Context: an optimization exercise on an open-source flow, tuned for small area, a short achievable clock period and few clock cycles. The choices shown serve that exercise and are no tape-out recipe.
Function was checked by simulation only, so behaviour that the tests miss may differ from the original.
Power is estimated from default activity; no workload was simulated.

==> flow/design.v, too long to show whole: its modules and the start of the top module <==
// module fa: 10 lines
// module sel3: 11 lines
// module top: 5835 lines
module top (
    input clk,
    input rst_n,
    input mode,
    input [7:0] din,
    input ram_en,
    output reg [7:0] dout,
    output reg out_data_flag
);
  // ...
==> flow/flow/run.sh <==
#!/bin/bash
# The standard layout, except that the port buffers are plain buffers
# (buffer_ports would otherwise pick a delay buffer, which slows the paths to
# the outputs). Every port still gets its buffer.
set -euo pipefail
export BUFFER_PORTS_ARGS="-buffer_cell sky130_fd_sc_hd__buf_4"
bash standard.sh > standard.log 2>&1
==> flow/standard.sh <==
#!/bin/bash
# synth_recipe.tcl (not shown) runs the flow's synth.tcl, then flattens the netlist and writes it again
# the make line also repeats each setting of config.mk as NAME=value (left out here)
make -C /OpenROAD-flow-scripts/flow DESIGN_CONFIG=/design/flow/config.mk WORK_HOME=/design/flow/orfs CLKGATE_MAP_FILE= SYNTH_SCRIPT=/design/flow/synth_recipe.tcl "${@:-finish}"
==> flow/config.mk <==
export PLATFORM = sky130hd
export DESIGN_NAME = top
export DESIGN_NICKNAME = top
export VERILOG_FILES = /design/flow/design.v
export SDC_FILE = /design/flow/constraint.sdc
export NUM_CORES = 4
export LEC_CHECK = 0
export ABC_CLOCK_PERIOD_IN_PS = 3000
export CAP_MARGIN = 20
export CELL_PAD_IN_SITES_DETAIL_PLACEMENT = 1
export CELL_PAD_IN_SITES_GLOBAL_PLACEMENT = 1
export CORE_MARGIN = 2
export CORE_UTILIZATION = 40
export CTS_BUF_LIST = sky130_fd_sc_hd__clkbuf_4 sky130_fd_sc_hd__clkbuf_8
export SLEW_MARGIN = 20
export SYNTH_HIERARCHICAL = 1
==> flow/constraint.sdc <==
create_clock -name core_clock -period 10.0 [get_ports {clk}]
set_input_delay 2.0000 -clock core_clock [delete_from_list [all_inputs] [get_ports {clk}]]
set_output_delay 2.0000 -clock core_clock [all_outputs]
set_load 0.01 [all_outputs]
==> flow_results.xml, run 1 <==
<?xml version="1.0" encoding="UTF-8"?>
<metrics>
  <group name="run_status">
    <metric name="outcome" unit="">timing/DRC/antenna clean</metric>
  </group>
  <group name="clock_tree">
    <metric name="tritoncts_clock_tree" unit="">done</metric>
    <metric name="ctsHoldBuffers" unit="">0</metric>
  </group>
  <group name="final_layout">
    <metric name="fillers" unit="">18775</metric>
    <metric name="nNetsFinal" unit="">6953</metric>
    <metric name="final_area" unit="µm²">85140</metric>
    <metric name="dominant_cells" unit="">multi-input combinational cells</metric>
    <metric name="num-clock-buffers" unit="">347</metric>
    <metric name="layout.nonclk_buf_share" unit="%">1.752</metric>
  </group>
  <group name="route">
    <metric name="wl_met3" unit="µm">33840</metric>
    <metric name="routed_wl" unit="µm">286000</metric>
    <metric name="highest-signal-layer" unit="">met5</metric>
    <metric name="post_drt_via_cell_ratio" unit="">6.484</metric>
    <metric name="wl_per_cell" unit="µm">34.20</metric>
  </group>
  <group name="synthesis">
    <metric name="netlist-cell-type-count" unit="">76</metric>
    <metric name="syn_inst" unit="">5320</metric>
    <metric name="synthMuxAreaShare" unit="%">0.6229</metric>
    <metric name="synth_warn" unit="">7</metric>
  </group>
  <group name="sta">
    <metric name="max_slew.worst_pin.slew" unit="ns">1.249</metric>
    <metric name="setup_ws" unit="ns">5.980</metric>
    <metric name="max_slew_vio_count" unit="">0</metric>
  </group>
  <group name="global_routing">
    <metric name="grt.met3_usage" unit="%">8.693</metric>
  </group>
  <group name="worst_hold_path">
    <metric name="worstHoldPathCells" unit="">0</metric>
  </group>
  <group name="setup_path">
    <metric name="cp_cell_sequence" unit="">buf_4 -&gt; a222oi_1 -&gt; fa_1 -&gt; fa_1 -&gt; fa_1 -&gt; fa_1</metric>
    <metric name="worst-path-buf-inv" unit="">1</metric>
  </group>
  <group name="pwr">
    <metric name="net-switching-power" unit="W">0.009749</metric>
    <metric name="finalPower" unit="W">0.02470</metric>
  </group>
  <group name="floorplan">
    <metric name="initial_core_util" unit="%">40.26</metric>
  </group>
</metrics>
Testbench counts, summed over its fixed seeds: cycles 12,384.
==> run 2: changes to the inputs <==
==> flow/flow/run.sh (replaced) <==
#!/bin/bash
# The standard layout with two changes to how it is made (the clock period
# and the constraints are the standard flow's own):
#  - the port buffers are plain buffers (buffer_ports would otherwise pick a
#    delay buffer, which slows the paths to the outputs); every port still gets
#    its buffer;
#  - timing repair aims for 6.7 ns of setup slack, so the resizer sizes the
#    cells on the longest paths as if the clock were 3.3 ns.
set -euo pipefail
export BUFFER_PORTS_ARGS="-buffer_cell sky130_fd_sc_hd__buf_4"
export SETUP_SLACK_MARGIN=6.7
bash standard.sh > standard.log 2>&1
==> run 2 against run 1 <==
Net effect:
- utilization is 1.1 points higher
- global-route usage is 1.0 points higher
- clock skew is 0.0014 ns lower
- hold slack better by 0.022 ns
- area after synthesis stayed put
- register-to-register slack better by 0.24 ns
- highest routed layer unchanged
==> flow_results.xml, run 2 <==
<?xml version="1.0" encoding="UTF-8"?>
<metrics>
  <group name="route">
    <metric name="drt_drc_violations_left" unit="">0</metric>
    <metric name="routed_wl" unit="µm">299300</metric>
    <metric name="drt_first_iter_violations" unit="">12014</metric>
    <metric name="routed-via-count" unit="">55412</metric>
    <metric name="post_drt_via_cell_ratio" unit="">6.508</metric>
    <metric name="detailedRoute.firstPassIterationCount" unit="">16</metric>
    <metric name="wl_per_cell" unit="µm">35.15</metric>
    <metric name="postRouteAntennaNets" unit="">0</metric>
  </group>
  <group name="synthesis">
    <metric name="syn-num-nets" unit="">6611</metric>
    <metric name="share_of_synthesized_registers_carrying_an_async_set_or_reset" unit="%">1.746</metric>
    <metric name="synth_top_cells_by_area" unit="">sky130_fd_sc_hd__edfxtp_1, sky130_fd_sc_hd__fa_1, sky130_fd_sc_hd__dfxtp_1</metric>
    <metric name="synth_warn" unit="">7</metric>
    <metric name="synth_edf_count" unit="">692</metric>
    <metric name="synth.most_common_cell" unit="">sky130_fd_sc_hd__fa_1</metric>
    <metric name="syn_inst" unit="">5320</metric>
    <metric name="mapped_avg_cell_area" unit="µm²">14.20</metric>
    <metric name="synth_top_cells_by_count" unit="">sky130_fd_sc_hd__fa_1, sky130_fd_sc_hd__a222oi_1, sky130_fd_sc_hd__edfxtp_1</metric>
    <metric name="post_synth_instance_area" unit="µm²">75520</metric>
    <metric name="netlist-cell-type-count" unit="">76</metric>
    <metric name="yosys.area.top_type" unit="">sky130_fd_sc_hd__edfxtp_1</metric>
    <metric name="synthDominantCellAreaShare" unit="%">27.51</metric>
    <metric name="synth.yosys.seq_area_share" unit="%">44.23</metric>
    <metric name="synth_ff_type" unit="">sky130_fd_sc_hd__edfxtp_1</metric>
    <metric name="number_of_synthesized_register_bits" unit="">1317</metric>
  </group>
  <group name="sta">
    <metric name="timing.final.crit_period" unit="ns">3.780</metric>
    <metric name="report.final.setup_viol" unit="">0</metric>
    <metric name="max_slew.worst_pin.slew" unit="ns">1.265</metric>
    <metric name="finalSetupTns" unit="ns">0</metric>
    <metric name="rsz0062_at_grt" unit="">yes</metric>
    <metric name="timing.hold.ws" unit="ns">0.3237</metric>
    <metric name="period_share" unit="%">37.80</metric>
    <metric name="report.final.hold_viol_count" unit="">0</metric>
    <metric name="max_freq" unit="MHz">264.5</metric>
    <metric name="setup_ws" unit="ns">6.220</metric>
    <metric name="relSlewSlack" unit="%">15.69</metric>
    <metric name="worst_clock_skew" unit="ns">0.07681</metric>
    <metric name="max_slew_vio_count" unit="">0</metric>
  </group>
  <group name="global_routing">
    <metric name="global_route_wire_length_before_repair" unit="µm">424300</metric>
    <metric name="grt.total_usage" unit="%">30.83</metric>
    <metric name="grt_pass1_vias" unit="">58864</metric>
    <metric name="grt_start_max_net_pins" unit="">132</metric>
    <metric name="grt_overflow" unit="">0</metric>
    <metric name="number_of_antenna_violations_at_the_first_check_in_global_routing" unit="">27</metric>
  </group>
  <group name="setup_path">
    <metric name="cpLargestDelayFamily" unit="">adder cells</metric>
    <metric name="cp_cell_sequence" unit="">nor2b_1 -&gt; buf_4 -&gt; a222oi_1 -&gt; fa_1 -&gt; fa_2 -&gt; fa_2 -&gt; fa_2</metric>
    <metric name="crit_path_start_kind" unit="">flip-flop</metric>
    <metric name="timing.critical_path.required" unit="ns">10.97</metric>
    <metric name="slowest_delay" unit="ns">0.78</metric>
    <metric name="r2r_start" unit="">wm10[3]</metric>
    <metric name="worst-path-buf-inv" unit="">1</metric>
    <metric name="worst-endpoint-arrival" unit="ns">4.76</metric>
    <metric name="rrSetupSlack" unit="ns">6.22</metric>
    <metric name="setup.worst_path.class" unit="">flip-flop to flip-flop</metric>
    <metric name="critical-path-slowest-cell" unit="">sky130_fd_sc_hd__a222oi_1</metric>
    <metric name="kind_of_end_point_of_the_critical_path" unit="">flip-flop</metric>
    <metric name="crit_path_frequent_cell" unit="">sky130_fd_sc_hd__fa_2</metric>
    <metric name="path_max_fanout" unit="">4</metric>
    <metric name="worst_r2r_endpoint" unit="">k1_ra801</metric>
    <metric name="r2r_depth" unit="">7</metric>
  </group>
  <group name="worst_hold_path">
    <metric name="worstHoldPathCells" unit="">0</metric>
    <metric name="hold-path-endpoint" unit="">r2</metric>
    <metric name="holdCritStartpoint" unit="">r1</metric>
    <metric name="min-delay-path-class" unit="">flip-flop to flip-flop</metric>
  </group>
  <group name="clock_tree">
    <metric name="clkLatencyLatePin" unit="ns">1.05</metric>
    <metric name="tritoncts_clock_tree" unit="">done</metric>
    <metric name="cts_max_level" unit="">4</metric>
    <metric name="cts_buffer_depth" unit="">3</metric>
    <metric name="clock-root-buffer" unit="">sky130_fd_sc_hd__clkbuf_8</metric>
    <metric name="cts.reportedPaths.clkPinSlew" unit="ns">0.07</metric>
    <metric name="cts.sinks" unit="">1317</metric>
    <metric name="cts-buffers-inserted" unit="">230</metric>
  </group>
  <group name="final_layout">
    <metric name="most-common-layout-cells" unit="">sky130_fd_sc_hd__fa_1, sky130_fd_sc_hd__a222oi_1, sky130_fd_sc_hd__edfxtp_1</metric>
    <metric name="nNetsFinal" unit="">7100</metric>
    <metric name="reg_top3" unit="">acc_c x20, acc_s x20</metric>
    <metric name="synthesis_to_layout_area_growth" unit="%">15.58</metric>
    <metric name="layout.cells.most_common" unit="">sky130_fd_sc_hd__fa_1</metric>
    <metric name="layout-drive-gt1-share" unit="%">17.29</metric>
    <metric name="fillers" unit="">18719</metric>
  </group>
  <group name="floorplan">
    <metric name="die_height" unit="µm">438.5</metric>
    <metric name="chipWidth" unit="µm">438.5</metric>
    <metric name="i_o_pin_cnt" unit="">21</metric>
    <metric name="initial_core_util" unit="%">40.26</metric>
    <metric name="floorplan.die_area" unit="µm²">192300</metric>
    <metric name="rows" unit="">159</metric>
    <metric name="area_of_the_core" unit="µm²">187600</metric>
  </group>
  <group name="pwr">
    <metric name="power.density_cell_area" unit="nW/µm²">285.1</metric>
    <metric name="p_leak" unit="nW">32.32</metric>
    <metric name="vdd_ir_drop_max" unit="mV">0.2961</metric>
  </group>
  <group name="placed_design">
    <metric name="dp_slack" unit="ns">6.280</metric>
    <metric name="placement.io_buffers" unit="">20</metric>
    <metric name="global_placer_s_final_weighted_congestion" unit="">0.9675</metric>
    <metric name="dp_hpwl" unit="µm">208000</metric>
  </group>
  <group name="run_status">
    <metric name="outcome" unit="">timing/DRC/antenna clean</metric>
  </group>
  <group name="flow_run">
    <metric name="maxCapViolCount" unit="">0</metric>
  </group>
</metrics>
## run 2: cell counts after synthesis
Identical to the previous run, type by type.
## run 2: worst max-delay path by stage
stage,startpoint,end,depth (start not counted)
4_1_cts,out_data_flag,out_data_flag,1
2_1_floorplan,wwe_q,wm36[0],3
5_1_grt,wm9[3],k1_ra801,7
3_3_place_gp,lb0[4],k0_ra765,5
6_report,wm10[3],k1_ra801,7
3_5_place_dp,lb0[6],k2_ra765,5
## run 2: cell families after synthesis
| logic type | Yosys count | synth area share (%) |
|---|---|---|
| buffers and inverters | 610 | 3.047 |
| adders and majority gates | 1279 | 31.33 |
| muxes | 41 | 0.6229 |
| xor gates and xnor gates | 69 | 0.8201 |
| and+or+nand+nor | 823 | 5.643 |
| AOI/OAI and AO/OA | 1181 | 14.30 |
| DFF | 1317 | 44.23 |
## run 2: timing repair
action | CTS | global route
setup endpoints to repair | 98 | 244
buffers inserted | 85 | 51
pin swaps | 65 | 92
endpoints found under the hold margin | 0 | 0
hold buffers | 0 | 0
resized for setup | 230 | 114
gates cloned | 4 | 6
## run 2: per-module statistics from Yosys, one instance, submodules excluded
module  cells  times used  flip-flops and latches  area (µm²)
fa          1        1010                       0       20.02
sel3        1         864                       0       10.01
top      3446           1                    1317       46650
## run 2: metrics by stage
stage | std cells | total power [W] | instance area [µm²] | utilization [%]
2_1_floorplan | 5320 | 0.01524 | 75560 | -
3_3_place_gp | 7925 | 0.01890 | 79790 | 42.53
3_5_place_dp | 7926 | 0.01934 | 79800 | 42.54
4_1_cts | 8447 | 0.02516 | 86350 | 46.03
5_1_grt | 8505 | 0.02720 | 87260 | 46.51
6_report | 8515 | 0.02489 | 87290 | 46.53
## run 2: layout make-up
type                       instances  area [µm²]  share of cell area (%)
antenna                           11       27.53                 0.03154
inverter                         533        2001                   2.292
timing repair buffer             334        3088                   3.538
clock buffer                     358        4420                   5.064
sequential                      1317       33430                   38.30
clock inverter                    74       705.7                  0.8085
tap                             2495        3122                   3.576
multi-input combinational       3393       40490                   46.39
## run 2: where the power goes
part | internal [W] | switching, W
Sequential | 0.00698 | 0.000815
Combinational | 0.00497 | 0.00664
Clock | 0.00303 | 0.00246
Total | 0.0150 | 0.00991
## run 2: metal layers
layer	up-vias	track usage, %	wire length (µm)	part of all wire (%)
met1	28515	39.39	112400	38
met5	-	0	60	0.020
met3	1116	10.32	36840	12
met4	8	16.90	19460	6.5
li1	21628	-	-	-
met2	4145	46.13	130600	44
## run 2: worst reg2reg max path, stage by stage (launching register included)
cell and delay, ns:
sky130_fd_sc_hd__edfxtp_1 0.45, sky130_fd_sc_hd__nor2b_1 0.16, sky130_fd_sc_hd__buf_4 0.13, sky130_fd_sc_hd__a222oi_1 0.78
sky130_fd_sc_hd__fa_1 0.60, sky130_fd_sc_hd__fa_2 0.56, sky130_fd_sc_hd__fa_2 0.45, sky130_fd_sc_hd__fa_2 0.58

-- what the ideal ports hide --
The flow's constraints put no driver on any port. The routed layouts listed below were extracted and timed again, unchanged, in two steps. Step 1: set_driving_cell puts a clkbuf_16 on clk and a buf_2 on each other input, an assumption about the parent block. Step 2 also shifts input and output timing later by t, the mid clock arrival at the registers, as if the neighbouring blocks saw the same clock. Three values: ideal ports, drivers, drivers and shift; two values: the first two.
run | t (ns) | setup WS [ns] | hold WS [ns] | worst setup path after step 2 | pins driven straight from the clock port
run 1 | 1.100 | 5.980 / 5.980 / 5.980 | 0.302 / 0.302 / 0.302 | register to register | 1
run 2 | 1.087 | 6.220 / 6.220 / 6.220 | 0.324 / 0.324 / 0.324 | register to register | 1
After both steps every run listed still meets setup and hold.
